This is an optimization exercise on Yosys and OpenROAD, whose aim is a short achievable clock period and few clock cycles, not a production implementation. Where RTL was checked, it was by simulation tests only, not by an equivalence proof against the original. No functional check of the RTL was part of runs 2 and 5 to 7. Power and IR drop assume default switching activity.

==> flow/design.v <==
`timescale 1ns / 1ps
module cpu(
    input           clk,
    input           resetn,
    output          inst_sram_en,
    output[31:0]    inst_sram_addr,
    input[31:0]     inst_sram_rdata,
    output          data_sram_en,
    output[3:0]     data_sram_wen,
    output[31:0]    data_sram_addr,
    output[31:0]    data_sram_wdata,
    input[31:0]     data_sram_rdata,
    output[31:0]    debug_wb_pc,
    output          debug_wb_rf_wen,
    output[4:0]     debug_wb_rf_wnum,
    output[31:0]    debug_wb_rf_wdata
);
    reg [31:0] pc_f;
    reg        v_d;
    reg [31:0] pc_d, npc_d;
    reg        v_r;
    reg [31:0] ir, pc_r, npc_r;
    reg        v_e;
    reg [31:0] a_e, b_e;
    reg [4:0]  rd_e, rt_e, sh_e;
    reg        add_e, sub_e, and_e, or_e, xor_e, sll_e, mov_e, cmp_e;
    reg        wr_e;                 
    reg        ld_e, st_e, bbt_e;
    reg [31:0] imm_e, tgt_e, pc_e;
    reg [31:0] res_m, addr_m, wdata_m, pc_m;
    reg [4:0]  rd_m;
    reg        wen_m, ld_m, st_m, en_m;
    reg [31:0] res_w, pc_w;
    reg [4:0]  rd_w;
    reg        wen_w, ld_w;
    reg [31:0] res_x, pc_x;
    reg [4:0]  rd_x;
    reg        rep_x, wen_x;
    reg [31:0] rtbits;
    reg        rt_ok;
    reg [31:0] rf [0:31];
    reg        stall_q;              
    reg        en_q;                 
    wire [5:0]  op = ir[31:26];
    wire [4:0]  rs = ir[25:21];
    wire [4:0]  rt = ir[20:16];
    wire [4:0]  rd = ir[15:11];
    wire [10:0] lo = ir[10:0];
    wire d_rtype = (op == 6'h00);
    wire d_add  = d_rtype && lo == 11'h020;
    wire d_sub  = d_rtype && lo == 11'h022;
    wire d_and  = d_rtype && lo == 11'h024;
    wire d_or   = d_rtype && lo == 11'h025;
    wire d_xor  = d_rtype && lo == 11'h026;
    wire d_mov  = d_rtype && lo == 11'h00a;
    wire d_sll  = d_rtype && ir[5:0] == 6'd0 && rs == 5'd0;
    wire d_st   = (op == 6'h2b);
    wire d_ld   = (op == 6'h23);
    wire d_j    = (op == 6'h02);
    wire d_cmp  = (op == 6'h3e) && lo == 11'd0;
    wire d_bbt  = (op == 6'h3f);
    wire d_alu  = d_add | d_sub | d_and | d_or | d_xor;
    wire d_wr   = d_alu | d_sll | d_cmp | d_ld;
    wire use_rs = d_alu | d_mov | d_cmp | d_st | d_ld | d_bbt;
    wire use_rt = d_alu | d_mov | d_cmp | d_st | d_sll;
    wire [4:0] d_rd = d_ld ? rt : rd;
    wire haz_e = v_e & ld_e & ((use_rs & rs == rd_e) | (use_rt & rt == rd_e));
    wire haz_m = ld_m & ((use_rs & rs == rd_m) | (use_rt & rt == rd_m));
    wire stall = stall_q;
    wire [5:0] n_op = inst_sram_rdata[31:26];
    wire [4:0] n_rs = inst_sram_rdata[25:21];
    wire [4:0] n_rt = inst_sram_rdata[20:16];
    wire [10:0] n_lo = inst_sram_rdata[10:0];
    wire n_rtype = (n_op == 6'h00);
    wire n_use_rs = (n_rtype & (n_lo == 11'h020 | n_lo == 11'h022 | n_lo == 11'h024 |
                                n_lo == 11'h025 | n_lo == 11'h026 | n_lo == 11'h00a)) |
                    (n_op == 6'h3e & n_lo == 11'd0) | n_op == 6'h2b | n_op == 6'h23 | n_op == 6'h3f;
    wire n_use_rt = (n_rtype & (n_lo == 11'h020 | n_lo == 11'h022 | n_lo == 11'h024 |
                                n_lo == 11'h025 | n_lo == 11'h026 | n_lo == 11'h00a |
                                (n_lo[5:0] == 6'd0 & n_rs == 5'd0))) |
                    (n_op == 6'h3e & n_lo == 11'd0) | n_op == 6'h2b;
    wire n_dep_r = (n_use_rs & n_rs == rt) | (n_use_rt & n_rt == rt);
    wire n_dep_e = (n_use_rs & n_rs == rd_e) | (n_use_rt & n_rt == rd_e);
    wire stall_n = redir_e ? 1'b0 :
                   stall   ? (v_r & ld_e & ((use_rs & rs == rd_e) | (use_rt & rt == rd_e))) :
                             (v_d & ~take_r & ((v_r & d_ld & n_dep_r) | (ld_e & n_dep_e)));
    wire [31:0] val_w = ld_w ? data_sram_rdata : res_w;
    wire hm_a = wen_m & rd_m == rs;
    wire hw_a = wen_w & rd_w == rs;
    wire hm_b = wen_m & rd_m == rt;
    wire hw_b = wen_w & rd_w == rt;
    wire [31:0] byp_a = hm_a ? res_m : val_w;
    wire [31:0] byp_b = hm_b ? res_m : val_w;
    wire [31:0] rd_a = (hm_a | hw_a) ? byp_a : rf[rs];
    wire [31:0] rd_b = (hm_b | hw_b) ? byp_b : rf[rt];
    wire [31:0] a = a_e;
    wire [31:0] b = b_e;
    wire [31:0] sum = a + b;
    wire [32:0] dif = {1'b0, a} - {1'b0, b};
    wire        eq  = (a == b);
    wire        ltu = dif[32];
    wire [4:0]  c   = {ltu | eq, dif[31] | eq, ltu, dif[31], eq};
    wire [31:0] sllv = b << sh_e;
    wire        bz  = (b == 32'd0);
    wire [31:0] res = ({32{add_e}} & sum) |
                      ({32{sub_e}} & dif[31:0]) |
                      ({32{and_e}} & (a & b)) |
                      ({32{or_e}}  & (a | b)) |
                      ({32{xor_e}} & (a ^ b)) |
                      ({32{sll_e}} & sllv) |
                      ({32{mov_e}} & a) |
                      ({32{cmp_e}} & {22'd0, ~c, c});
    wire wen_e = wr_e | (mov_e & bz);
    wire [31:0] addr = a + imm_e;
    wire redir_e = bbt_e & a[rt_e];
    wire [31:0] tgt_r = npc_r + {{14{ir[15]}}, ir[15:0], 2'b00};
    wire hx_a = wen_x & rd_x == rs;
    wire bbt_late = ((wr_e | mov_e) & rd_e == rs) | (ld_w & rd_w == rs) | ~rt_ok;
    wire bit_r = hm_a ? res_m[rt] : hw_a ? res_w[rt] : hx_a ? res_x[rt] : rtbits[rs];
    wire take_r = v_r & d_bbt & (ir[15:0] != 16'd0) & ~bbt_late & bit_r & ~stall & ~redir_e;
    wire [31:0] inst = inst_sram_rdata;
    wire redir_d = v_d & ~stall & (inst[31:26] == 6'h02) & ~redir_e & ~take_r;
    wire [31:0] jtgt = {npc_d[31:28], inst[25:0], 2'b00};
    wire [31:0] pc_inc = pc_f + 32'd4;
    assign inst_sram_en   = en_q;
    assign inst_sram_addr = pc_f;
    always @(posedge clk) begin
        if (!resetn) begin
            pc_f <= 32'd0;
            v_d  <= 1'b0;
            v_r  <= 1'b0;
            v_e  <= 1'b0;
            stall_q <= 1'b0;
            en_q    <= 1'b1;
        end else begin
            stall_q <= stall_n;
            en_q    <= ~stall_n;
            if (redir_e)      pc_f <= tgt_e;
            else if (take_r)  pc_f <= tgt_r;
            else if (redir_d) pc_f <= jtgt;
            else if (!stall)  pc_f <= pc_inc;
            if (redir_e | take_r | redir_d) v_d <= 1'b0;
            else if (!stall)       v_d <= 1'b1;
            if (redir_e)     v_r <= 1'b0;
            else if (!stall) v_r <= v_d & ~take_r;
            v_e <= v_r & ~stall & ~redir_e;
        end
    end
    always @(posedge clk) begin
        if (!stall) begin
            pc_d  <= pc_f;
            npc_d <= pc_inc;
            ir    <= inst_sram_rdata;
            pc_r  <= pc_d;
            npc_r <= npc_d;
        end
    end
    wire go_e = resetn & v_r & ~stall & ~redir_e;
    always @(posedge clk) begin
        a_e   <= (wen_e & rd_e == rs) ? res : rd_a;
        b_e   <= (wen_e & rd_e == rt) ? res : rd_b;
        rd_e  <= d_rd;
        rt_e  <= rt;
        sh_e  <= ir[10:6];
        imm_e <= {{16{ir[15]}}, ir[15:0]};
        tgt_e <= tgt_r;
        pc_e  <= pc_r;
        add_e <= d_add;
        sub_e <= d_sub;
        and_e <= d_and;
        or_e  <= d_or;
        xor_e <= d_xor;
        sll_e <= d_sll;
        cmp_e <= d_cmp;
        mov_e <= go_e & d_mov;
        wr_e  <= go_e & d_wr;
        ld_e  <= go_e & d_ld;
        st_e  <= go_e & d_st;
        bbt_e <= go_e & d_bbt & (ir[15:0] != 16'd0) & bbt_late;
    end
    always @(posedge clk) begin
        res_m   <= res;
        addr_m  <= addr;
        wdata_m <= b;
        pc_m    <= pc_e;
        rd_m    <= rd_e;
        wen_m   <= resetn & wen_e;
        ld_m    <= resetn & ld_e;
        st_m    <= resetn & st_e;
        en_m    <= resetn & (ld_e | st_e);
        res_w   <= res_m;
        pc_w    <= pc_m;
        rd_w    <= rd_m;
        wen_w   <= resetn & wen_m;
        ld_w    <= resetn & ld_m;
        res_x   <= val_w;
        pc_x    <= pc_w;
        rd_x    <= rd_w;
        rep_x   <= resetn & wen_w & (rd_w != 5'd0);
        wen_x   <= resetn & wen_w;
    end
    integer i, j;
    always @(posedge clk) begin
        for (j = 0; j < 32; j = j + 1)
            rtbits[j] <= rf[j][n_rt];
        rt_ok <= ~stall;
    end
    always @(posedge clk) begin
        if (!resetn) begin
            for (i = 0; i < 32; i = i + 1)
                rf[i] <= 32'd0;
        end else if (wen_w) begin
            rf[rd_w] <= val_w;
        end
    end
    assign data_sram_en    = en_m;
    assign data_sram_wen   = {3'b000, st_m};
    assign data_sram_addr  = addr_m;
    assign data_sram_wdata = wdata_m;
    assign debug_wb_pc       = pc_x;
    assign debug_wb_rf_wen   = rep_x;
    assign debug_wb_rf_wnum  = rd_x;
    assign debug_wb_rf_wdata = res_x;
endmodule
==> flow/flow/run.sh <==
#!/bin/bash
set -euo pipefail
MARGIN=${MARGIN:-9}
bash standard.sh synth > synth.log 2>&1
sed "s/SETUP_SLACK_MARGIN=[0-9.]*/SETUP_SLACK_MARGIN=$MARGIN/" standard.sh > layout.sh
bash layout.sh > layout.log 2>&1
==> flow/standard.sh <==
#!/bin/bash
# synth_recipe.tcl (not shown) runs the flow's synth.tcl, then flattens the netlist and writes it again
# the make line also repeats each setting of config.mk as NAME=value (left out here)
make -C /OpenROAD-flow-scripts/flow DESIGN_CONFIG=/design/flow/config.mk WORK_HOME=/design/flow/orfs CLKGATE_MAP_FILE= SYNTH_SCRIPT=/design/flow/synth_recipe.tcl "${@:-finish}"
==> flow/config.mk <==
export PLATFORM = sky130hd
export DESIGN_NAME = cpu
export DESIGN_NICKNAME = cpu
export VERILOG_FILES = /design/flow/design.v
export SDC_FILE = /design/flow/constraint.sdc
export NUM_CORES = 4
export LEC_CHECK = 0
export ABC_CLOCK_PERIOD_IN_PS = 3000
export CAP_MARGIN = 20
export CORE_MARGIN = 2
export CORE_UTILIZATION = 40
export SETUP_SLACK_MARGIN = 5
export SLEW_MARGIN = 20
==> flow/constraint.sdc <==
create_clock -name core_clock -period 12.5 [get_ports {clk}]
set_input_delay 2.5000 -clock core_clock [delete_from_list [all_inputs] [get_ports {clk}]]
set_output_delay 2.5000 -clock core_clock [all_outputs]
set_load 0.01 [all_outputs]
==> flow_summary.toml, run 1 <==
[logic_synthesis]
netlist_instances = 6804
yosysTopAreaCellShare = 0.389
yosys.area.top_type = "edfxtp_1"
syn_area_mm2 = 0.0911
yosysSeqAreaShare = 0.504
synth_area_leaders = "edfxtp_1, mux4_2, dfxtp_1"
synth_area_per_cell_um2 = 13.4
synth_edf_count = 1180
synthArstFlopShare = 0
ys_warn_count = 1
synth-seq-cells = 1702
yosys.cell_types.count = 97
synth_flop_cell = "edfxtp_1"

[place]
gp_congestion = 0.992
port_buffers = 234
dpl.hpwl_um = 239000

[grt]
grt_overflow = 0
grtUsageTotal = 0.312
grt_pass1_wl_um = 509000
grt_max_degree = 101
grt_pass1_vias = 63900
antenna_found_initial = 30

[floorplan]
rows = 175
start_util = 0.402
core_mm2 = 0.227
io_pins = 238
die_width_um = 481
die-area_mm2 = 0.232
die_height_um = 481

[power_and_ir_drop]
p_leak_nw = 39.9
peakVddDrop_mv = 0.164
p_per_area_mw_per_mm2 = 141

[timing]
grt_setup_unrepaired = "yes"
hold_viol_final = 0
slew_violations = 0
finalSetupViolations = 0
min_period_ns = 3.97
maxSlewHeadroom = 0.207
fmax_mhz = 252
tns_ns = 0
worstMarginPinSlew_ns = 1.18
fin_worst_skew_ns = 0.0752
finalCritPeriodShare = 0.317

[critical_path]
cp-start-kind = "flop"
ff2ff_path_depth = 9
path_delay_family = "flip-flops"
rrSetupSlack_ns = 8.80
max_stage_delay_ns = 0.43
path_cells = "buf_6"
cp_num_buf_inv = 1
crit_type = "reg2out"
r2r_end = "a_e[9]"
path_max_fanout = 2
cp_data_arrival_time_ns = 1.47
worstPathRequired_ns = 10.00
cp_slowest_cell = "dfxtp_4"
endpoint_kind = "output pin"

[clock_network]
cts_buffer_depth = 3
clkTransAtPathRegs_ns = 0.07
tritoncts = "done"
clkLatencyLatePin_ns = 0.91
htree_num_levels = 4
cts.sinks = 1702
cts_buffers = 183
postCtsHoldBufs = 0
cts_root_buf = "clkbuf_16"

[drt]
wl_met1_um = 132000
drtIter0Drc = 11100
vias_per_cell = 6.72
wire_per_inst_um = 37.1
met3WireLength_um = 59200
remaining_drc_errors = 0
route.antenna.remaining_nets = 0
num_vias = 68900
wl_met2_um = 168000
finalWirelength_um = 380000
top_layer_used = "met5"
drtPass1Iterations = 6

[min_path]
hold_path.startpoint = "pc_w[21]"
hold_depth = 0
holdCritPathClass = "reg2reg"
min_to = "pc_x[21]"

[final_layout]
areaGrowthSynthToFinish_pct = 22.0
nNetsFinal = 7309
drive_gt1_frac = 0.354
fin_util = 0.490

[run_status]
status = "finished clean"

[flow_run]
cap_violations = 0
==> how the worst max path moves through the flow <==
| stage | start | endpoint | slack [ns] | cells after the start |
|---|---|---|---|---|
| floorplan | inst_sram_rdata[16] | rtbits[10] | 8.22 | 6 |
| global placement | inst_sram_rdata[16] | rtbits[20] | 5.99 | 6 |
| finish | res_x[31] | debug_wb_rf_wdata[31] | 8.53 | 1 |
| CTS | res_x[27] | debug_wb_rf_wdata[27] | 8.51 | 1 |
| detailed placement | inst_sram_rdata[16] | rtbits[25] | 5.93 | 6 |
| global route | res_x[31] | debug_wb_rf_wdata[31] | 8.52 | 1 |
==> per-stage QoR <==
| step | setup slack, ns | instance area, um^2 | instances | power, mW | hold slack [ns] |
|---|---|---|---|---|---|
| after detailed placement | 5.93 | 97000 | 9573 | 9.25 | 0.312 |
| after CTS | 8.51 | 109000 | 10100 | 15.3 | 0.316 |
| after global placement | 5.99 | 97000 | 9573 | 9.24 | 0.310 |
| after global routing | 8.52 | 111000 | 10200 | 16.0 | 0.318 |
| after floorplan | 8.22 | 92900 | 6806 | 8.13 | 0.310 |
| final | 8.53 | 111000 | 10300 | 15.7 | 0.316 |
==> layout by cell type (no fill, tap or decap), types with 59 or more instances in the layout <==
cell type  count
nor2_1      1200
edfxtp_1    1180
mux4_2      1023
dfxtp_1      326
nand2_1      317
buf_4        232
clkbuf_16    212
o21ai_0      207
a21oi_1      203
inv_1        173
buf_6        161
ha_1         129
dfxtp_4      105
xnor2_1       96
dfxtp_2       91
mux2i_1       84
nand2_8       69
nand3_1       66
xor2_1        59
buf_16        59
==> cell type report <==
cell class	instances	area (um^2)
antenna	12	30.0
clock buffer	240	5060
clock inverter	99	1340
fill	19200	116000
inverter	190	733
multi-input combinational	4352	45700
sequential	1702	46400
tap	3009	3760
timing repair buffer	653	8190
==> cells by family (layout without fill, tap and decap cells) <==
family          count (synthesis)  in the layout  share of synthesized area
compound gates                847            847                     0.0605
flops                        1702           1702                      0.504
xor+xnor                      158            158                     0.0152
simple gates                 1883           1928                     0.0853
buf+inv                       797           1182                     0.0336
other cells                     1             15                  0.0000412
mux                          1255           1255                      0.279
fa+ha+maj                     161            161                     0.0224
==> flip-flops by register name, summed over array words and instances (netlist names), 32 cells and up, named ones only <==
| register | cells |
|---|---|
| rf | 1024 |
| a_e | 32 |
| addr_m | 32 |
| b_e | 32 |
| ir | 32 |
| npc_d | 32 |
| npc_r | 32 |
| pc_e | 32 |
| pc_f | 32 |
| pc_m | 32 |
| pc_w | 32 |
| pc_x | 32 |
| res_m | 32 |
| res_w | 32 |
| res_x | 32 |
| rtbits | 32 |
| wdata_m | 32 |
==> synthesized netlist by cell type, drive strengths merged, types with 13 or more instances <==
| cell type | number |
|---|---|
| nor2 | 1210 |
| edfxtp | 1180 |
| mux4 | 1023 |
| dfxtp | 522 |
| clkbuf | 456 |
| nand2 | 370 |
| o21ai | 251 |
| a21oi | 217 |
| inv | 189 |
| ha | 157 |
| buf | 151 |
| mux2i | 149 |
| xnor2 | 98 |
| mux2 | 83 |
| nand3 | 72 |
| xor2 | 60 |
| nor3 | 48 |
| o211ai | 48 |
| a211oi | 45 |
| a21o | 30 |
| o21a | 29 |
| nor4 | 27 |
| nor2b | 26 |
| nand4 | 25 |
| o31ai | 25 |
| a221oi | 24 |
| and3 | 21 |
| o21bai | 20 |
| a22oi | 18 |
| nand2b | 16 |
| a31oi | 15 |
| and2 | 15 |
| a311oi | 13 |
==> repair_timing <==
| item | CTS | global route |
|---|---|---|
| gates cloned | 87 | 28 |
| endpoints found under the setup margin | 1733 | 806 |
| resized for setup | 1528 | 322 |
| pin swaps | 83 | 70 |
| buffers inserted | 135 | 83 |
==> routing by layer <==
| metal | track usage | up-vias |
|---|---|---|
| li1 | - | 26800 |
| met1 | 0.405 | 35100 |
| met2 | 0.475 | 5953 |
| met3 | 0.109 | 1005 |
| met4 | 0.129 | 22 |
| met5 | 0 | - |
==> power by group <==
part	internal [mW]	leakage, nW	switching, mW	total (mW)
combinational	1.35	20.0	1.89	3.24
sequential	6.30	16.9	0.334	6.64
clock	3.29	3.09	2.50	5.78
Testbench counts, summed over its fixed seeds: cycles 6,258.
==> run 2: changes to the inputs <==
--- a/flow/design.v
+++ b/flow/design.v
@@ -35,9 +35,9 @@
     reg        wen_w, ld_w;
     reg [31:0] res_x, pc_x;
     reg [4:0]  rd_x;
-    reg        rep_x, wen_x;
+    reg        rep_x;
     reg [31:0] rtbits;
-    reg        rt_ok;
+    reg        rt_ok, hx_a, xbit;
     reg [31:0] rf [0:31];
     reg        stall_q;              
     reg        en_q;                 
@@ -114,9 +114,8 @@
     wire [31:0] addr = a + imm_e;
     wire redir_e = bbt_e & a[rt_e];
     wire [31:0] tgt_r = npc_r + {{14{ir[15]}}, ir[15:0], 2'b00};
-    wire hx_a = wen_x & rd_x == rs;
     wire bbt_late = ((wr_e | mov_e) & rd_e == rs) | (ld_w & rd_w == rs) | ~rt_ok;
-    wire bit_r = hm_a ? res_m[rt] : hw_a ? res_w[rt] : hx_a ? res_x[rt] : rtbits[rs];
+    wire bit_r = hm_a ? res_m[rt] : hw_a ? res_w[rt] : hx_a ? xbit : rtbits[rs];
     wire take_r = v_r & d_bbt & (ir[15:0] != 16'd0) & ~bbt_late & bit_r & ~stall & ~redir_e;
     wire [31:0] inst = inst_sram_rdata;
     wire redir_d = v_d & ~stall & (inst[31:26] == 6'h02) & ~redir_e & ~take_r;
@@ -197,13 +196,14 @@
         pc_x    <= pc_w;
         rd_x    <= rd_w;
         rep_x   <= resetn & wen_w & (rd_w != 5'd0);
-        wen_x   <= resetn & wen_w;
     end
     integer i, j;
     always @(posedge clk) begin
         for (j = 0; j < 32; j = j + 1)
             rtbits[j] <= rf[j][n_rt];
         rt_ok <= ~stall;
+        hx_a  <= wen_w & rd_w == n_rs;
+        xbit  <= val_w[n_rt];
     end
     always @(posedge clk) begin
         if (!resetn) begin
==> flow_summary.toml, run 2 <==
[logic_synthesis]
synth_compound_area_frac = 0.0606
yosysMostFrequentCell = "nor2_1"
yosys-top-cells-count = "nor2_1, edfxtp_1, mux4_2"
synthXorXnorAreaFrac = 0.0154
yosys.cell_types.count = 91
synthArstFlopShare = 0
synth_simple_gate_area_frac = 0.0865
ys_warn_count = 1
synth_area_per_cell_um2 = 13.5
synth-seq-cells = 1703
syn_area_mm2 = 0.0911
synth_edf_count = 1180
muxShareOfSynthArea = 0.277
synth_area_leaders = "edfxtp_1, mux4_2, dfxtp_1"
synth_flop_cell = "edfxtp_1"
yosysTopAreaCellShare = 0.389
yosysSeqAreaShare = 0.504
yosys.area.top_type = "edfxtp_1"
synth_fa_ha_area_frac = 0.0224
netlist_instances = 6757
synth_top_family_by_area = "multiplexers"

[drt]
drtIter0Drc = 12000
remaining_drc_errors = 0
finalWirelength_um = 389000
wire_per_inst_um = 38.4
route.antenna.remaining_nets = 0
vias_per_cell = 6.85
num_vias = 69600
drtPass1Iterations = 8

[critical_path]
endpoint_kind = "output pin"
ff2ff_path_depth = 10
r2r_end = "pc_f[24]"
critPathLaunch = "res_x[28]"
path_cells = "buf_6"
reg2reg_from = "rt_e[0]"
cp_slowest_cell = "dfxtp_4"
cp-start-kind = "flop"
cp.depth = 1
path_max_fanout = 1
worstPathRequired_ns = 10.00
cp_num_buf_inv = 1
endpoint = "debug_wb_rf_wdata[28]"
max_stage_delay_ns = 0.39
path_delay_family = "flip-flops"
crit_type = "reg2out"
rrSetupSlack_ns = 8.93
cp_data_arrival_time_ns = 1.44

[timing]
fmax_mhz = 254
maxSlewHeadroom = 0.204
worstMarginPinSlew_ns = 1.19
grt_setup_unrepaired = "yes"
fin_worst_skew_ns = 0.0699
finalSetupViolations = 0
min_period_ns = 3.94
hold_viol_final = 0
slew_violations = 0
finalCritPeriodShare = 0.315
tns_ns = 0

[clock_network]
postCtsHoldBufs = 0
clkTransAtPathRegs_ns = 0.07
cts_root_buf = "clkbuf_16"
clkLatencyLatePin_ns = 0.91
cts.sinks = 1703
cts_buffers = 182
htree_num_levels = 4
tritoncts = "done"
cts_buffer_depth = 3

[floorplan]
die_height_um = 481
start_util = 0.402
io_pins = 238
die_width_um = 481
core_mm2 = 0.227
die-area_mm2 = 0.232
rows = 175

[final_layout]
areaGrowthSynthToFinish_pct = 21.0
mostFrequentLayoutCells = "nor2_1, edfxtp_1, mux4_2"
nFillCells = 19300
instances_no_fill = 10200
largest_reg_flops = 1024
multi_input_area_mm2 = 0.0453
nNetsFinal = 7204
regMostFlops = "rf"
regArea_mm2 = 0.0464
drive_gt1_frac = 0.362
fin_util = 0.486
mostFrequentLayoutCell = "nor2_1"

[grt]
grtUsageTotal = 0.319
gr-usage-met1 = 0.410
antenna_found_initial = 34
use_met2 = 0.476
gr-usage-met3 = 0.128
grt_max_degree = 106
grt_pass1_vias = 63800
grt_pass1_wl_um = 518000
top_usage_layer = "met2"
grt_overflow = 0

[power_and_ir_drop]
p_per_area_mw_per_mm2 = 139
peakVddDrop_mv = 0.152
p_leak_nw = 39.6

[place]
dpl.hpwl_um = 249000
gp_congestion = 0.972
dp_cells = 9510
port_buffers = 234

[flow_run]
cap_violations = 0

[run_status]
status = "finished clean"

[min_path]
holdCritPathClass = "reg2reg"
==> run 2: changes by cell type in the layout (fill, tap and decap cells not counted), moves of 14 or more <==
cell | previous run | this run
nand2_8 | 69 | 42
clkdlybuf4s50_1 | 32 | 6
a21oi_1 | 203 | 163
buf_4 | 232 | 181
a211oi_1 | 33 | 68
nand2b_1 | 13 | 27
o21ai_1 | 34 | 18
nand2_4 | 22 | 38
buf_2 | 46 | 66
a21o_1 | 30 | 46
mux2i_1 | 84 | 49
nand2_1 | 317 | 241
nor2b_1 | 25 | 45
o21ai_0 | 207 | 190
==> run 2: logic make-up after synthesis <==
logic type                 after synthesis
buffers and inverters                  791
xor gates and xnor gates               160
muxes                                 1218
adders and majority gates              161
other                                    1
and+or+nand+nor                       1883
DFF                                   1703
AOI/OAI and AO/OA                      840
==> run 2: metrics by stage <==
stage,hold WS [ns],power [mW],setup WS [ns],instance area (um^2)
floorplan,0.310,8.13,8.22,93500
global placement,0.310,9.28,6.91,97100
detailed placement,0.312,9.29,6.89,97100
CTS,0.311,15.0,8.52,108000
global route,0.318,15.6,8.55,110000
finish,0.318,15.3,8.56,110000
==> run 2: area by class of cell <==
cell class	count	share of cell area
Timing Repair Buffer	619	0.0716
Multi-Input combinational cell	4288	0.411
Tap cell	3009	0.0342
Inverter	183	0.00631
Clock inverter	86	0.00902
Sequential cell	1703	0.421
Clock buffer	250	0.0466
Antenna cell	13	0.000295
==> run 2: power breakdown <==
group	internal [mW]	total, mW	switching [mW]
registers	6.31	6.68	0.372
logic	1.27	3.06	1.79
clock network	3.07	5.55	2.49
total	10.6	15.3	4.64
==> run 2: metal layers <==
metal / up-vias / part of all wire
li1: 26500 / -
met1: 35500 / 0.34
met2: 6321 / 0.43
met3: 1171 / 0.16
met4: 42 / 0.063
met5: - / 0.0015
==> run 2: how the worst min path moves through the flow <==
stage	cells after the start	to	start	slack [ns]
2_1_floorplan	0	pc_m[10]	pc_e[10]	0.31
3_5_place_dp	0	pc_m[16]	pc_e[16]	0.31
3_3_place_gp	0	pc_w[20]	pc_m[20]	0.31
4_1_cts	0	pc_x[21]	pc_w[21]	0.31
6_report	0	pc_x[4]	pc_w[4]	0.32
5_1_grt	0	pc_x[21]	pc_w[21]	0.32
==> run 2: what timing repair did <==
action / in CTS / in global routing
setup buffers: 119 / 77
hold endpoints to repair: 0 / 0
endpoints found under the setup margin: 2016 / 650
gates resized for setup: 1604 / 282
pin swaps: 48 / 80
gates cloned: 53 / 43
==> run 3: changes to the inputs <==
--- a/flow/design.v
+++ b/flow/design.v
@@ -36,6 +36,7 @@
     reg [31:0] res_x, pc_x;
     reg [4:0]  rd_x;
     reg        rep_x;
+    reg        done_w;               
     reg [31:0] rtbits;
     reg        rt_ok, hx_a, xbit;
     reg [31:0] rf [0:31];
@@ -192,11 +193,14 @@
         rd_w    <= rd_m;
         wen_w   <= resetn & wen_m;
         ld_w    <= resetn & ld_m;
-        res_x   <= val_w;
-        pc_x    <= pc_w;
-        rd_x    <= rd_w;
-        rep_x   <= resetn & wen_w & (rd_w != 5'd0);
-    end
+        res_x   <= need_x ? val_w : res_m;
+        pc_x    <= need_x ? pc_w : pc_m;
+        rd_x    <= need_x ? rd_w : rd_m;
+        rep_x   <= resetn & (need_x | early_w);
+        done_w  <= resetn & ~need_x & early_w;
+    end
+    wire need_x  = wen_w & (rd_w != 5'd0) & ~done_w;
+    wire early_w = wen_m & ~ld_m & (rd_m != 5'd0);
     integer i, j;
     always @(posedge clk) begin
         for (j = 0; j < 32; j = j + 1)
--- a/flow/config.mk
+++ b/flow/config.mk
@@ -8,6 +8,6 @@
 export ABC_CLOCK_PERIOD_IN_PS = 3000
 export CAP_MARGIN = 20
 export CORE_MARGIN = 2
-export CORE_UTILIZATION = 40
+export CORE_UTILIZATION = 50
 export SETUP_SLACK_MARGIN = 5
 export SLEW_MARGIN = 20
==> flow_summary.toml, run 3 <==
[critical_path]
rrSetupSlack_ns = 8.88
max_stage_delay_ns = 0.39
cp-start-kind = "flop"
worstPathRequired_ns = 10.00
r2r_end = "b_e[27]"
path_delay_family = "flip-flops"
path_cells = "buf_6"
path_max_fanout = 2
endpoint_kind = "output pin"
cp_slowest_cell = "dfxtp_4"
crit_type = "reg2out"
cp_num_buf_inv = 1
cp_data_arrival_time_ns = 1.41
ff2ff_path_depth = 11

[drt]
drtPass1Iterations = 6
finalWirelength_um = 395000
num_vias = 71800
route.antenna.remaining_nets = 0
vias_per_cell = 7.27
wire_per_inst_um = 40.0
remaining_drc_errors = 0
drtIter0Drc = 12900

[floorplan]
rows = 157
start_util = 0.505
die_height_um = 434
die-area_mm2 = 0.189
die_width_um = 434
io_pins = 238
core_mm2 = 0.183

[clock_network]
htree_num_levels = 4
cts_buffer_depth = 3
cts_root_buf = "clkbuf_16"
tritoncts = "done"
clkTransAtPathRegs_ns = 0.06
postCtsHoldBufs = 0
clkLatencyLatePin_ns = 0.91
cts_buffers = 182
cts.sinks = 1704

[final_layout]
regMostFlops = "rf"
areaGrowthSynthToFinish_pct = 21.2
mostFrequentLayoutCell = "nor2_1"
mostFrequentLayoutCells = "nor2_1, edfxtp_1, mux4_2"
largest_reg_flops = 1024
nFillCells = 14100
finalInstanceArea_mm2 = 0.112
drive_gt1_frac = 0.366
nNetsFinal = 7469

[grt]
grtUsageTotal = 0.406
grt_pass1_vias = 65800
antenna_found_initial = 45
grt_overflow = 0
grt_pass1_wl_um = 531000
grt_max_degree = 70

[power_and_ir_drop]
peakVddDrop_mv = 0.123
p_per_area_mw_per_mm2 = 137
p_leak_nw = 40.7

[place]
port_buffers = 234
place_area_mm2 = 0.0978
dpl.hpwl_um = 243000
gp_congestion = 0.997

[run_status]
status = "finished clean"

[logic_synthesis]
synth_area_per_cell_um2 = 13.4
synth_flop_cell = "edfxtp_1"
synthArstFlopShare = 0
yosys-top-cells-count = "nor2_1, edfxtp_1, mux4_2"
synth_compound_area_frac = 0.0656
muxShareOfSynthArea = 0.278
synth_area_leaders = "edfxtp_1, mux4_2, dfxtp_1"
yosysSeqAreaShare = 0.496
synth_fa_ha_area_frac = 0.0221
ys_warn_count = 1
yosysTopAreaCellShare = 0.383
synthXorXnorAreaFrac = 0.0131
synth-seq-cells = 1704
yosys.area.top_type = "edfxtp_1"
netlist_instances = 6928
yosys.cell_types.count = 91
syn_area_mm2 = 0.0926
synth_top_family_by_area = "multiplexers"
yosysMostFrequentCell = "nor2_1"
synth_edf_count = 1180
synth_simple_gate_area_frac = 0.0918

[timing]
fmax_mhz = 256
finalCritPeriodShare = 0.313
min_period_ns = 3.91
grt_setup_unrepaired = "yes"
fin_worst_skew_ns = 0.0593
maxSlewHeadroom = 0.182
hold_viol_final = 0
finalSetupViolations = 0
worstMarginPinSlew_ns = 1.23
tns_ns = 0
slew_violations = 0

[min_path]
holdCritPathClass = "reg2reg"
min_to = "pc_m[8]"
hold_path.startpoint = "pc_e[8]"
hold_depth = 0

[flow_run]
cap_violations = 0
run 3: cells by family (layout without fill, tap and decap cells):
logic type,count (synthesis),in the layout
fa+ha+maj,161,161
other cells,1,16
simple gates,1970,2002
buf+inv,784,1220
compound gates,904,904
xor+xnor,138,138
flops,1704,1704
mux,1266,1266
run 3: timing repair:
item	4_1_cts	5_1_grt
buffers inserted	168	117
pin swaps	66	90
gates resized for setup	1419	347
cloned	80	37
endpoints found under the setup margin	2136	1048
run 3: how the worst max path moves through the flow:
stage | startpoint | end | cells past startpoint
floorplan | inst_sram_rdata[16] | rtbits[10] | 6
global placement | inst_sram_rdata[16] | rtbits[29] | 6
detailed placement | inst_sram_rdata[16] | rtbits[12] | 6
CTS | pc_f[27] | inst_sram_addr[27] | 1
global route | pc_f[2] | inst_sram_addr[2] | 1
finish | pc_f[27] | inst_sram_addr[27] | 1
run 3: per-layer routing:
layer / global-route usage / part of all wire / vias up
met1: 0.520 / 0.34 / 36200
met2: 0.597 / 0.43 / 6563
met3: 0.150 / 0.15 / 1372
li1: - / - / 27600
met4: 0.230 / 0.080 / 50
met5: 0 / 0.00095 / -
run 3: metrics by stage:
stage / setup slack [ns] / hold slack, ns / total power [mW] / std cells / utilization
after CTS: 8.56 / 0.326 / 15.0 / 9708 / 0.595
after global placement: 6.30 / 0.310 / 9.34 / 9120 / 0.533
after global routing: 8.58 / 0.330 / 15.7 / 9865 / 0.611
final: 8.59 / 0.324 / 15.4 / 9875 / 0.611
after floorplan: 8.22 / 0.310 / 8.21 / 6930 / -
after detailed placement: 6.24 / 0.312 / 9.36 / 9120 / 0.533
run 3: layout make-up:
class / instances / area, um^2 / area share
antenna: 13 / 32.5 / 0.000290
clock buffer: 238 / 5050 / 0.0450
clock inverter: 102 / 915 / 0.00815
inverter: 154 / 599 / 0.00534
multi-input combinational: 4474 / 47000 / 0.419
sequential: 1704 / 46300 / 0.413
tap: 2464 / 3080 / 0.0275
timing repair buffer: 726 / 9200 / 0.0820
run 3: power by group:
part	switching, mW	internal (mW)	leakage [nW]	total [mW]
registers	0.345	6.31	16.9	6.66
clock network	2.45	3.01	2.93	5.46
logic	1.91	1.34	20.9	3.25
total	4.70	10.7	40.7	15.4
Testbench counts of run 3, summed over its fixed seeds: cycles 6,234.
==> run 4: changes to the inputs <==
--- a/flow/config.mk
+++ b/flow/config.mk
@@ -8,6 +8,6 @@
 export ABC_CLOCK_PERIOD_IN_PS = 3000
 export CAP_MARGIN = 20
 export CORE_MARGIN = 2
-export CORE_UTILIZATION = 50
+export CORE_UTILIZATION = 40
 export SETUP_SLACK_MARGIN = 5
 export SLEW_MARGIN = 20
==> flow_summary.toml, run 4 <==
[final_layout]
mostFrequentLayoutCells = "nor2_1, edfxtp_1, mux4_2"
mostFrequentLayoutCell = "nor2_1"
nNetsFinal = 7409
areaGrowthSynthToFinish_pct = 21.5
largest_reg_flops = 1024
nFillCells = 19400
drive_gt1_frac = 0.364
finalInstanceArea_mm2 = 0.112
regMostFlops = "rf"
instances_no_fill = 10400

[floorplan]
start_util = 0.402
core_mm2 = 0.230
io_pins = 238
rows = 176
die_width_um = 485
die_height_um = 485
die-area_mm2 = 0.235

[flow_run]
cap_violations = 0

[timing]
tns_ns = 0
fin_worst_skew_ns = 0.0592
min_period_ns = 3.86
fmax_mhz = 259
worstMarginPinSlew_ns = 1.20
hold_viol_final = 0
finalCritPeriodShare = 0.309
grt_setup_unrepaired = "yes"
hold_ws_ns = 0.310
slew_violations = 0
finalSetupViolations = 0
maxSlewHeadroom = 0.196
fin_ws_ns = 8.64

[min_path]
holdCritPathClass = "reg2reg"
hold_path.startpoint = "pc_r[26]"

[drt]
num_vias = 71400
wire_per_inst_um = 37.6
remaining_drc_errors = 0
drtPass1Iterations = 6
drtIter0Drc = 11800
finalWirelength_um = 390000
vias_per_cell = 6.87
route.antenna.remaining_nets = 0

[grt]
grt_pass1_vias = 66300
antenna_found_initial = 38
grt_pass1_wl_um = 528000
grt_max_degree = 75
grtUsageTotal = 0.317
grt_overflow = 0

[logic_synthesis]
muxShareOfSynthArea = 0.278
yosys-top-cells-count = "nor2_1, edfxtp_1, mux4_2"
synth_compound_area_frac = 0.0656
ys_warn_count = 1
synth_area_per_cell_um2 = 13.4
yosys.area.top_type = "edfxtp_1"
synth_flop_cell = "edfxtp_1"
synth_top_family_by_area = "multiplexers"
synthXorXnorAreaFrac = 0.0131
synth_simple_gate_area_frac = 0.0918
yosys.cell_types.count = 91
synth_area_leaders = "edfxtp_1, mux4_2, dfxtp_1"
syn_area_mm2 = 0.0926
yosysMostFrequentCell = "nor2_1"
yosysTopAreaCellShare = 0.383
synth-seq-cells = 1704
yosysSeqAreaShare = 0.496
synthArstFlopShare = 0
synth_edf_count = 1180
synth_fa_ha_area_frac = 0.0221
netlist_instances = 6928

[critical_path]
cp_slowest_cell = "dfxtp_4"
path_cells = "buf_6"
endpoint_kind = "output pin"
max_stage_delay_ns = 0.39
crit_type = "reg2out"
cp_data_arrival_time_ns = 1.36
path_max_fanout = 2
cp-start-kind = "flop"
cp_num_buf_inv = 1
rrSetupSlack_ns = 8.90
critPathLaunch = "pc_f[24]"
worstPathRequired_ns = 10.00
reg2reg_from = "ir[18]"
path_delay_family = "flip-flops"

[clock_network]
htree_num_levels = 4
clkLatencyLatePin_ns = 0.88
cts_buffers = 183
cts_root_buf = "clkbuf_16"
cts_buffer_depth = 3
tritoncts = "done"
cts.sinks = 1704
clkTransAtPathRegs_ns = 0.06

[power_and_ir_drop]
peakVddDrop_mv = 0.152
p_leak_nw = 40.1
p_per_area_mw_per_mm2 = 139

[place]
dpl.hpwl_um = 244000
dp_cells = 9687
gp_congestion = 1.01
place_area_mm2 = 0.0985
preCtsSetupSlack_ns = 6.04
port_buffers = 234

[run_status]
status = "finished clean"
[run 4: cell counts after synthesis]
No cell type changed its count.
[run 4: cell families (layout without fill, tap and decap cells)]
group | after synthesis | after routing
adder cells (fa/ha/maj) | 161 | 161
AO/OA/AOI/OAI | 904 | 904
flip-flops | 1704 | 1704
AND/OR/NAND/NOR | 1970 | 2018
XOR/XNOR | 138 | 138
buffers and inverters | 784 | 1146
multiplexers | 1266 | 1266
other | 1 | 17
[run 4: path summary, 6_finish.rpt]
path                              to  cells past startpoint
setup / recovery  inst_sram_addr[24]                      1
hold / removal              pc_e[26]                      0
setup reg to reg             pc_f[4]                     12
hold reg to reg             pc_e[26]                      0
[run 4: layer usage]
| layer | GRT usage | vias to the layer above | part of all wire |
|---|---|---|---|
| met5 | 0 | - | 0.0017 |
| met4 | 0.161 | 50 | 0.071 |
| met3 | 0.125 | 1192 | 0.16 |
| met2 | 0.467 | 6439 | 0.43 |
| met1 | 0.404 | 36200 | 0.34 |
| li1 | - | 27500 | - |
[run 4: area by class of cell]
type | instances | area [um^2] | share of cell area
Inverter | 154 | 597 | 0.00531
Timing Repair Buffer | 649 | 8200 | 0.0729
Antenna cell | 14 | 35.0 | 0.000311
Multi-Input combinational cell | 4490 | 47200 | 0.419
Clock buffer | 232 | 5020 | 0.0446
Sequential cell | 1704 | 46300 | 0.412
Clock inverter | 111 | 1350 | 0.0120
Tap cell | 3026 | 3790 | 0.0337
[run 4: metrics by stage]
step | util | power (mW)
global placement | 0.428 | 9.34
floorplan | - | 8.21
finish | 0.489 | 15.7
global route | 0.489 | 16.0
CTS | 0.478 | 15.4
detailed placement | 0.428 | 9.37
[run 4: repair_timing]
item / 4_1_cts / 5_1_grt
resized for setup: 1472 / 311
setup buffers: 149 / 67
hold buffers: 0 / 0
pin swaps: 68 / 91
gates cloned: 84 / 36
setup endpoints to repair: 2171 / 1238
hold endpoints to repair: 0 / 0
[run 4: report_power, final]
part	internal [mW]	total [mW]	leakage, nW	switching, mW
clock network	3.29	5.78	3.07	2.49
registers	6.31	6.64	16.9	0.334
logic	1.33	3.27	20.2	1.94
==> run 5: changes to the inputs <==
--- a/flow/design.v
+++ b/flow/design.v
@@ -119,6 +119,7 @@
     wire bit_r = hm_a ? res_m[rt] : hw_a ? res_w[rt] : hx_a ? xbit : rtbits[rs];
     wire take_r = v_r & d_bbt & (ir[15:0] != 16'd0) & ~bbt_late & bit_r & ~stall & ~redir_e;
     wire [31:0] inst = inst_sram_rdata;
+    wire take_r1 = (ir[15:0] == 16'd1);
     wire redir_d = v_d & ~stall & (inst[31:26] == 6'h02) & ~redir_e & ~take_r;
     wire [31:0] jtgt = {npc_d[31:28], inst[25:0], 2'b00};
     wire [31:0] pc_inc = pc_f + 32'd4;
@@ -136,10 +137,10 @@
             stall_q <= stall_n;
             en_q    <= ~stall_n;
             if (redir_e)      pc_f <= tgt_e;
-            else if (take_r)  pc_f <= tgt_r;
+            else if (take_r & ~take_r1) pc_f <= tgt_r;
             else if (redir_d) pc_f <= jtgt;
             else if (!stall)  pc_f <= pc_inc;
-            if (redir_e | take_r | redir_d) v_d <= 1'b0;
+            if (redir_e | (take_r & ~take_r1) | redir_d) v_d <= 1'b0;
             else if (!stall)       v_d <= 1'b1;
             if (redir_e)     v_r <= 1'b0;
             else if (!stall) v_r <= v_d & ~take_r;
==> flow_summary.toml, run 5 <==
[run_status]
status = "finished clean"

[drt]
remaining_drc_errors = 0
drtPass1Iterations = 8
finalWirelength_um = 384000
num_vias = 69700
route.antenna.remaining_nets = 0
wire_per_inst_um = 37.2
vias_per_cell = 6.74
drtIter0Drc = 12200

[place]
gp_congestion = 0.996
dpl.hpwl_um = 242000
port_buffers = 234
dp_cells = 9635
preCtsSetupSlack_ns = 6.28
place_area_mm2 = 0.0977

[logic_synthesis]
yosysMostFrequentCell = "nor2_1"
synth_flop_cell = "edfxtp_1"
synth_area_per_cell_um2 = 13.3
yosys-top-cells-count = "nor2_1, edfxtp_1, mux4_2"
yosys.area.top_type = "edfxtp_1"
ys_warn_count = 1
netlist_instances = 6890
yosys.cell_types.count = 94
yosysSeqAreaShare = 0.501
synth_area_leaders = "edfxtp_1, mux4_2, dfxtp_1"
synth-seq-cells = 1704
synth_edf_count = 1180
yosysTopAreaCellShare = 0.386
synthArstFlopShare = 0
syn_area_mm2 = 0.0917

[timing]
grt_setup_unrepaired = "yes"
fin_ws_ns = 8.59
hold_ws_ns = 0.270
min_period_ns = 3.91
hold_viol_final = 0
tns_ns = 0
finalSetupViolations = 0
finalCritPeriodShare = 0.313
fmax_mhz = 256
maxSlewHeadroom = 0.196
worstMarginPinSlew_ns = 1.21
slew_violations = 0
fin_worst_skew_ns = 0.0744

[final_layout]
largest_reg_flops = 1024
finalInstanceArea_mm2 = 0.112
instances_no_fill = 10300
nFillCells = 19300
mostFrequentLayoutCell = "nor2_1"
fin_util = 0.490
multi_input_area_mm2 = 0.0463
drive_gt1_frac = 0.366
mostFrequentLayoutCells = "nor2_1, edfxtp_1, mux4_2"
nNetsFinal = 7378
areaGrowthSynthToFinish_pct = 21.7
regMostFlops = "rf"
regArea_mm2 = 0.0463

[floorplan]
die_height_um = 483
start_util = 0.403
core_mm2 = 0.228
die-area_mm2 = 0.233
die_width_um = 483
rows = 175
io_pins = 238

[grt]
antenna_found_initial = 37
grt_pass1_vias = 64400
grtUsageTotal = 0.318
grt_overflow = 0
grt_pass1_wl_um = 520000
grt_max_degree = 160

[clock_network]
cts.sinks = 1704
tritoncts = "done"
htree_num_levels = 4
clkTransAtPathRegs_ns = 0.06
cts_buffer_depth = 3
cts_buffers = 186
cts_root_buf = "clkbuf_16"
clkLatencyLatePin_ns = 0.90

[critical_path]
worstPathRequired_ns = 10.00
cp_slowest_cell = "dfxtp_4"
path_delay_family = "flip-flops"
cp_num_buf_inv = 1
cp-start-kind = "flop"
max_stage_delay_ns = 0.40
cp_data_arrival_time_ns = 1.41
endpoint_kind = "output pin"
path_max_fanout = 5
path_cells = "buf_6"
crit_type = "reg2out"

[flow_run]
cap_violations = 0

[min_path]
holdCritPathClass = "reg2reg"

[power_and_ir_drop]
power_frac_clock = 0.373
total_power_mw = 15.6
switching_share = 0.302
pwr-share-comb = 0.203
pwr-share-seq = 0.424
p_leak_nw = 39.7
p_per_area_mw_per_mm2 = 140
switching_power_mw = 4.72
peakVddDrop_mv = 0.119
p_int_mw = 10.9
-- run 5: changes by cell type after synthesis, sizes merged, moves of 18 or more --
cell    before  now
a211oi     111   40
a21oi      251  312
and3        49   31
buf        172  150
nand2      261  341
nor2b       52   30
o21ai      154  226
xnor2       72  101
-- run 5: logic make-up (layout without fill, tap and decap cells) --
family,count (synthesis),count (layout),share of synthesized area
simple gates,1945,1986,0.0879
flops,1704,1704,0.501
mux,1277,1277,0.282
compound gates,870,870,0.0589
buf+inv,771,1153,0.0331
fa+ha+maj,161,161,0.0223
xor+xnor,161,161,0.0154
other cells,1,20,0.0000409
-- run 5: area by class of cell --
cell class	instances	share of cell area
diodes	17	0.000381
clock buffers	238	0.0452
clock inverters	114	0.0130
inverters	157	0.00538
multi-input cells	4458	0.415
flip-flops and latches	1704	0.415
well taps	3009	0.0337
repair buffers	644	0.0719
-- run 5: power groups by stage --
stage	Combinational (mW)	Sequential [mW]	Clock [mW]
2_1_floorplan	1.58	6.59	0
3_3_place_gp	2.55	6.74	0
3_5_place_dp	2.56	6.75	0
4_1_cts	2.91	6.61	5.84
5_1_grt	3.25	6.65	6.06
6_report	3.17	6.63	5.83
-- run 5: final timing paths --
check	start	endpoint	slack (ns)	cells after the start
setup / recovery	pc_f[20]	inst_sram_addr[20]	8.59	1
hold / removal	pc_e[22]	pc_m[22]	0.27	0
setup reg to reg	ir[21]	pc_f[3]	8.72	15
hold reg to reg	pc_e[22]	pc_m[22]	0.27	0
-- run 5: repair_timing --
item                       in CTS  in global routing
setup endpoints to repair    2169               1137
pin swaps                      88                105
buffers inserted              164                 68
hold buffers                    0                  0
gates resized for setup      1582                282
cloned                         73                 32
-- run 5: per-layer routing --
layer  up-vias  global-route usage  wire length [um]
li1      27100                   -                 -
met1     35300               0.411            134000
met2      6226               0.469            166000
met3      1107               0.129             60800
met4        20               0.140             23700
met5         -                   0               167
==> run 6: changes to the inputs <==
--- a/flow/design.v
+++ b/flow/design.v
@@ -121,6 +121,7 @@
     wire [31:0] inst = inst_sram_rdata;
     wire take_r1 = (ir[15:0] == 16'd1);
     wire redir_d = v_d & ~stall & (inst[31:26] == 6'h02) & ~redir_e & ~take_r;
+    wire j_next  = (inst[25:0] == npc_d[27:2]);
     wire [31:0] jtgt = {npc_d[31:28], inst[25:0], 2'b00};
     wire [31:0] pc_inc = pc_f + 32'd4;
     assign inst_sram_en   = en_q;
@@ -138,9 +139,9 @@
             en_q    <= ~stall_n;
             if (redir_e)      pc_f <= tgt_e;
             else if (take_r & ~take_r1) pc_f <= tgt_r;
-            else if (redir_d) pc_f <= jtgt;
+            else if (redir_d) pc_f <= j_next ? pc_inc : jtgt;
             else if (!stall)  pc_f <= pc_inc;
-            if (redir_e | (take_r & ~take_r1) | redir_d) v_d <= 1'b0;
+            if (redir_e | (take_r & ~take_r1) | (redir_d & ~j_next)) v_d <= 1'b0;
             else if (!stall)       v_d <= 1'b1;
             if (redir_e)     v_r <= 1'b0;
             else if (!stall) v_r <= v_d & ~take_r;
==> flow_summary.toml, run 6 <==
[run_status]
status = "finished clean"

[clock_network]
htree_num_levels = 4
clkLatencyLatePin_ns = 0.89
tritoncts = "done"
postCtsHoldBufs = 0
clkTransAtPathRegs_ns = 0.06
cts_root_buf = "clkbuf_16"
cts.sinks = 1704
cts_buffers = 182
cts_buffer_depth = 3

[floorplan]
die_width_um = 484
die_height_um = 484
die-area_mm2 = 0.234
rows = 176
io_pins = 238
core_mm2 = 0.229
start_util = 0.401

[logic_synthesis]
synthArstFlopShare = 0
yosysMostFrequentCell = "nor2_1"
yosysTopAreaCellShare = 0.385
synth_flop_cell = "edfxtp_1"
synth_area_per_cell_um2 = 13.4
syn_area_mm2 = 0.0920
yosysSeqAreaShare = 0.499
ys_warn_count = 1
synth_edf_count = 1180
synth-seq-cells = 1704
yosys-top-cells-count = "nor2_1, edfxtp_1, mux4_2"
yosys.area.top_type = "edfxtp_1"
yosys.cell_types.count = 93
netlist_instances = 6883
synth_area_leaders = "edfxtp_1, mux4_2, dfxtp_1"

[timing]
fin_worst_skew_ns = 0.0647
fmax_mhz = 256
tns_ns = 0
min_period_ns = 3.91
grt_setup_unrepaired = "yes"
hold_ws_ns = 0.321
hold_viol_final = 0
finalCritPeriodShare = 0.313
maxSlewHeadroom = 0.187
worstMarginPinSlew_ns = 1.22
finalSetupViolations = 0
slew_violations = 0

[final_layout]
largest_reg_flops = 1024
mostFrequentLayoutCells = "nor2_1, edfxtp_1, mux4_2"
nFillCells = 19400
mostFrequentLayoutCell = "nor2_1"
regMostFlops = "rf"
areaGrowthSynthToFinish_pct = 21.9
nNetsFinal = 7404
drive_gt1_frac = 0.358

[critical_path]
cp_data_arrival_time_ns = 1.41
path_cells = "buf_6 > buf_6"
worstPathRequired_ns = 10.00
rrSetupSlack_ns = 8.78
cp_num_buf_inv = 2
cp-start-kind = "flop"
path_delay_family = "flip-flops"
max_stage_delay_ns = 0.31
critical_path.most_common_cell = "buf_6"
crit_type = "reg2out"
cp_slowest_cell = "dfxtp_1"
endpoint_kind = "output pin"
path_max_fanout = 2

[place]
port_buffers = 234
dpl.hpwl_um = 242000
gp_congestion = 1.01

[drt]
finalWirelength_um = 390000
drtIter0Drc = 13100
num_vias = 70900
wl_met1_um = 132000
drtPass1Iterations = 6
wl_met2_um = 168000
wire_per_inst_um = 37.6
met3WireLength_um = 62500
remaining_drc_errors = 0
route.antenna.remaining_nets = 0
vias_per_cell = 6.83
top_layer_used = "met5"

[grt]
antenna_found_initial = 46
grt_overflow = 0
grt_max_degree = 105
grt_pass1_wl_um = 530000
grt_pass1_vias = 66000
grtUsageTotal = 0.320

[power_and_ir_drop]
total_power_mw = 15.6
p_leak_nw = 40.2
p_per_area_mw_per_mm2 = 139
peakVddDrop_mv = 0.129

[min_path]
holdCritPathClass = "reg2reg"

[flow_run]
cap_violations = 0
==> run 6: cell count changes in the layout (fill, tap and decap cells not counted), sizes merged, moves of 17 or more <==
cell         delta
inv            +21
o21ai          -40
a21oi          -96
mux2           -45
dlygate4sd2    +27
mux2i          +30
nor3           +26
nor2           -53
xnor2          +17
a32o           +18
a2111oi        +29
buf            +20
==> run 6: final timing paths <==
path             from                 end  cells past startpoint
max          pc_f[25]  inst_sram_addr[25]                      2
min          pc_e[20]            pc_m[20]                      0
max reg2reg    ir[18]            pc_f[29]                     13
min reg2reg  pc_e[20]            pc_m[20]                      0
==> run 6: timing repair <==
| item | 4_1_cts | 5_1_grt |
|---|---|---|
| buffers inserted | 186 | 57 |
| resized for setup | 1498 | 285 |
| endpoints found under the setup margin | 1562 | 768 |
| pin swaps | 57 | 59 |
| cloned | 84 | 21 |
==> run 6: final cells by class <==
class | instances | area, um^2 | share of cell area
clock inverter | 97 | 1300 | 0.0116
multi-input combinational | 4419 | 46100 | 0.410
tap | 3026 | 3790 | 0.0337
antenna | 23 | 57.6 | 0.000513
clock buffer | 244 | 5120 | 0.0456
sequential | 1704 | 46300 | 0.412
timing repair buffer | 696 | 8950 | 0.0798
inverter | 174 | 678 | 0.00604
==> run 6: cell families (layout without fill, tap and decap cells) <==
group | after synthesis | count (layout) | share of synthesized area
buffers and inverters | 789 | 1211 | 0.0332
flip-flops | 1704 | 1704 | 0.499
AO/OA/AOI/OAI | 832 | 832 | 0.0606
other | 1 | 26 | 0.0000407
adder cells (fa/ha/maj) | 161 | 161 | 0.0222
AND/OR/NAND/NOR | 1949 | 1976 | 0.0884
multiplexers | 1269 | 1269 | 0.280
XOR/XNOR | 178 | 178 | 0.0169
==> run 6: power by group <==
group | switching [mW] | total (mW) | internal, mW
clock network | 2.49 | 5.81 | 3.33
logic | 1.80 | 3.11 | 1.31
registers | 0.326 | 6.63 | 6.30
total | 4.62 | 15.6 | 10.9
==> run 6: through the flow <==
stage | util | setup slack, ns | std cells | area [um^2]
after global placement | 0.428 | 6.26 | 9671 | 98100
final | 0.489 | 8.59 | 10400 | 112000
after floorplan | - | 8.21 | 6885 | 93800
after CTS | 0.480 | 8.53 | 10300 | 110000
after global routing | 0.489 | 8.54 | 10400 | 112000
after detailed placement | 0.428 | 6.22 | 9671 | 98100
==> run 6: per-layer routing <==
metal  up-vias  global-route usage
li1      27200                   -
met1     36000               0.404
met2      6332               0.472
met3      1226               0.131
met4        40               0.161
met5         -             0.00510
==> run 7: changes to the inputs <==
--- a/flow/design.v
+++ b/flow/design.v
@@ -36,7 +36,7 @@
     reg [31:0] res_x, pc_x;
     reg [4:0]  rd_x;
     reg        rep_x;
-    reg        done_w;               
+    reg        done_m, done_w;       
     reg [31:0] rtbits;
     reg        rt_ok, hx_a, xbit;
     reg [31:0] rf [0:31];
@@ -121,7 +121,6 @@
     wire [31:0] inst = inst_sram_rdata;
     wire take_r1 = (ir[15:0] == 16'd1);
     wire redir_d = v_d & ~stall & (inst[31:26] == 6'h02) & ~redir_e & ~take_r;
-    wire j_next  = (inst[25:0] == npc_d[27:2]);
     wire [31:0] jtgt = {npc_d[31:28], inst[25:0], 2'b00};
     wire [31:0] pc_inc = pc_f + 32'd4;
     assign inst_sram_en   = en_q;
@@ -139,9 +138,9 @@
             en_q    <= ~stall_n;
             if (redir_e)      pc_f <= tgt_e;
             else if (take_r & ~take_r1) pc_f <= tgt_r;
-            else if (redir_d) pc_f <= j_next ? pc_inc : jtgt;
+            else if (redir_d) pc_f <= jtgt;
             else if (!stall)  pc_f <= pc_inc;
-            if (redir_e | (take_r & ~take_r1) | (redir_d & ~j_next)) v_d <= 1'b0;
+            if (redir_e | (take_r & ~take_r1) | redir_d) v_d <= 1'b0;
             else if (!stall)       v_d <= 1'b1;
             if (redir_e)     v_r <= 1'b0;
             else if (!stall) v_r <= v_d & ~take_r;
@@ -195,14 +194,16 @@
         rd_w    <= rd_m;
         wen_w   <= resetn & wen_m;
         ld_w    <= resetn & ld_m;
-        res_x   <= need_x ? val_w : res_m;
-        pc_x    <= need_x ? pc_w : pc_m;
-        rd_x    <= need_x ? rd_w : rd_m;
-        rep_x   <= resetn & (need_x | early_w);
-        done_w  <= resetn & ~need_x & early_w;
-    end
-    wire need_x  = wen_w & (rd_w != 5'd0) & ~done_w;
-    wire early_w = wen_m & ~ld_m & (rd_m != 5'd0);
+        res_x   <= pend_w ? val_w : pend_m ? res_m : res;
+        pc_x    <= pend_w ? pc_w : pend_m ? pc_m : pc_e;
+        rd_x    <= pend_w ? rd_w : pend_m ? rd_m : rd_e;
+        rep_x   <= resetn & (pend_w | (pend_m & ~ld_m) | (~pend_m & rep_e));
+        done_w  <= resetn & ~pend_w & (done_m | pend_m & ~ld_m);
+        done_m  <= resetn & ~pend_w & ~pend_m & rep_e;
+    end
+    wire pend_w = wen_w & (rd_w != 5'd0) & ~done_w;
+    wire pend_m = wen_m & (rd_m != 5'd0) & ~done_m;
+    wire rep_e  = wen_e & (rd_e != 5'd0) & ~ld_e;
     integer i, j;
     always @(posedge clk) begin
         for (j = 0; j < 32; j = j + 1)
==> flow_summary.toml, run 7 <==
[clock_network]
cts_buffers = 186
clkLatencyLatePin_ns = 0.90
htree_num_levels = 4
tritoncts = "done"
cts.sinks = 1705
postCtsHoldBufs = 0
cts_root_buf = "clkbuf_16"
cts_buffer_depth = 3
clkTransAtPathRegs_ns = 0.06

[final_layout]
largest_reg_flops = 1024
nFillCells = 19500
drive_gt1_frac = 0.374
mostFrequentLayoutCells = "nor2_1, edfxtp_1, mux4_2"
regArea_mm2 = 0.0464
mostFrequentLayoutCell = "nor2_1"
multi_input_area_mm2 = 0.0472
nNetsFinal = 7574
fin_util = 0.495
regMostFlops = "rf"
areaGrowthSynthToFinish_pct = 23.3

[critical_path]
cp_num_buf_inv = 2
path_max_fanout = 2
max_stage_delay_ns = 0.55
worstPathRequired_ns = 13.26
path_delay_family = "simple AND/OR/NAND/NOR gates"
crit_type = "in2reg"
path_cells = "buf_12 > or4_4 > nor3_4 > a22oi_2 > nor4_4 > a41oi_4 > nor4_4 > o211ai_1 > nand2_1 > nand2_1 > a21oi_2 > inv_1"
cp-start-kind = "input port"
cp_slowest_cell = "or4_4"
cp_data_arrival_time_ns = 4.84
endpoint_kind = "flop"

[logic_synthesis]
netlist_instances = 7009
yosysMostFrequentCell = "nor2_1"
synth_area_per_cell_um2 = 13.2
yosys-top-cells-count = "nor2_1, edfxtp_1, mux4_2"
yosys.area.top_type = "edfxtp_1"
yosysTopAreaCellShare = 0.384
syn_area_mm2 = 0.0922
synth_area_leaders = "edfxtp_1, mux4_2, dfxtp_1"
ys_warn_count = 1
synth_flop_cell = "edfxtp_1"
yosys.cell_types.count = 92
synth-seq-cells = 1705
synthArstFlopShare = 0
synth_edf_count = 1180
yosysSeqAreaShare = 0.498

[place]
gp_congestion = 0.984
dpl.hpwl_um = 247000
port_buffers = 234

[grt]
grt_pass1_vias = 66600
grt_overflow = 0
grtUsageTotal = 0.324
antenna_found_initial = 37
grt_max_degree = 162
grt_pass1_wl_um = 539000

[timing]
fin_worst_skew_ns = 0.0941
min_period_ns = 4.08
maxSlewHeadroom = 0.170
tns_ns = 0
slew_violations = 0
worstMarginPinSlew_ns = 1.24
grt_setup_unrepaired = "yes"
fmax_mhz = 245
finalCritPeriodShare = 0.326
hold_viol_final = 0
finalSetupViolations = 0

[floorplan]
start_util = 0.402
die_width_um = 484
die_height_um = 484
io_pins = 238
core_mm2 = 0.229
rows = 176
die-area_mm2 = 0.234

[drt]
num_vias = 71700
route.antenna.remaining_nets = 0
drtPass1Iterations = 9
finalWirelength_um = 397000
drtIter0Drc = 11800
vias_per_cell = 6.80
wire_per_inst_um = 37.7
remaining_drc_errors = 0

[power_and_ir_drop]
pwr-share-comb = 0.226
pwr-share-seq = 0.415
peakVddDrop_mv = 0.161
p_leak_nw = 40.6
power_frac_clock = 0.359
switching_power_mw = 4.95
switching_share = 0.308
total_power_mw = 16.1
p_per_area_mw_per_mm2 = 142
p_int_mw = 11.1

[run_status]
status = "finished clean"

[flow_run]
cap_violations = 0

[min_path]
holdCritPathClass = "reg2reg"
[run 7: power by group through the flow]
stage | registers [mW] | logic [mW] | clock network (mW)
floorplan | 6.63 | 1.66 | 0
global placement | 6.80 | 2.71 | 0
detailed placement | 6.81 | 2.72 | 0
CTS | 6.65 | 3.21 | 5.79
global route | 6.69 | 3.69 | 6.00
finish | 6.68 | 3.63 | 5.77
[run 7: routing by layer]
| metal | track usage | wire length, um |
|---|---|---|
| met1 | 0.417 | 137000 |
| met2 | 0.487 | 173000 |
| met3 | 0.117 | 61400 |
| met4 | 0.153 | 25700 |
| met5 | 0 | 305 |
[run 7: path summary, 6_finish.rpt]
check / start / cells after the start / end / slack [ns]
max: inst_sram_rdata[31] / 12 / en_q / 8.42
min: pc_r[24] / 0 / pc_e[24] / 0.32
max reg2reg: ir[21] / 13 / pc_f[31] / 8.63
min reg2reg: pc_r[24] / 0 / pc_e[24] / 0.32
[run 7: logic make-up after synthesis]
family / Yosys count / share of synthesized area
AND/OR/NAND/NOR: 2036 / 0.0920
flip-flops: 1705 / 0.498
multiplexers: 1200 / 0.271
AO/OA/AOI/OAI: 963 / 0.0679
buffers and inverters: 788 / 0.0332
adder cells (fa/ha/maj): 161 / 0.0222
XOR/XNOR: 155 / 0.0147
other: 1 / 0.0000407
[run 7: cell type report]
| type | instances | share of cell area |
|---|---|---|
| Clock buffer | 237 | 0.0452 |
| Inverter | 148 | 0.00515 |
| Antenna cell | 8 | 0.000176 |
| Clock inverter | 113 | 0.0105 |
| Timing Repair Buffer | 744 | 0.0820 |
| Sequential cell | 1705 | 0.408 |
| Multi-Input combinational cell | 4562 | 0.415 |
| Tap cell | 3026 | 0.0333 |
[run 7: metrics by stage]
step           cell area (um^2)  hold WS [ns]  setup WS [ns]  std cells
2_1_floorplan             94600         0.323           8.02       7011
3_3_place_gp              98100         0.325           6.09       9756
3_5_place_dp              98100         0.327           6.03       9756
4_1_cts                  111000         0.331           8.57      10400
5_1_grt                  114000         0.344           8.30      10500
6_report                 114000         0.324           8.42      10500
[run 7: timing repair]
action | in CTS | in global routing
setup endpoints to repair | 2329 | 963
hold endpoints to repair | 0 | 0
gates resized for setup | 1686 | 303
pin swaps | 150 | 116
cloned | 88 | 27
setup buffers | 217 | 95

## what the ideal ports hide
In the flow no input, the clock included, has a driving cell. The finished layouts below were timed again as built, in two steps.
Step 1 (the two cells are an assumption about what drives the block):
set clk [get_ports {clk}]
set_driving_cell -lib_cell sky130_fd_sc_hd__clkbuf_16 $clk
set_driving_cell -lib_cell sky130_fd_sc_hd__buf_2 [delete_from_list [all_inputs] $clk]
Step 2 also shifts input and output timing later by t, the mid clock arrival at the registers, as if the neighbouring blocks saw the same clock.
Three values: no drivers, after step 1, after step 2; two values: the first two.
run | t, ns | setup WS [ns] | latest minus earliest clock arrival (ns) | worst slew at a driven data input, ns | cell pins on the clock port's net
run 1 | 0.960 | 8.533 / 8.250 / 7.291 | 0.089 / 0.089 | 0.63 | 1
run 2 | 0.970 | 8.560 / 8.458 / 7.489 | 0.070 / 0.071 | 0.39 | 1
run 3 | 0.968 | 8.594 / 8.384 / 7.416 | 0.063 / 0.064 | 0.54 | 1
run 4 | 0.946 | 8.639 / 8.294 / 7.348 | 0.065 / 0.064 | 0.54 | 1
run 5 | 0.945 | 8.591 / 8.421 / 7.476 | 0.075 / 0.075 | 0.46 | 1
run 6 | 0.959 | 8.587 / 8.266 / 7.308 | 0.075 / 0.075 | 0.52 | 1
run 7 | 0.947 | 8.422 / 8.457 / 7.510 | 0.108 / 0.108 | 0.38 | 1
After both steps every run listed still meets setup and hold. The setup slack of run 4, which loses most, moves by -0.345 ns with the drivers and by -1.291 ns with both steps.
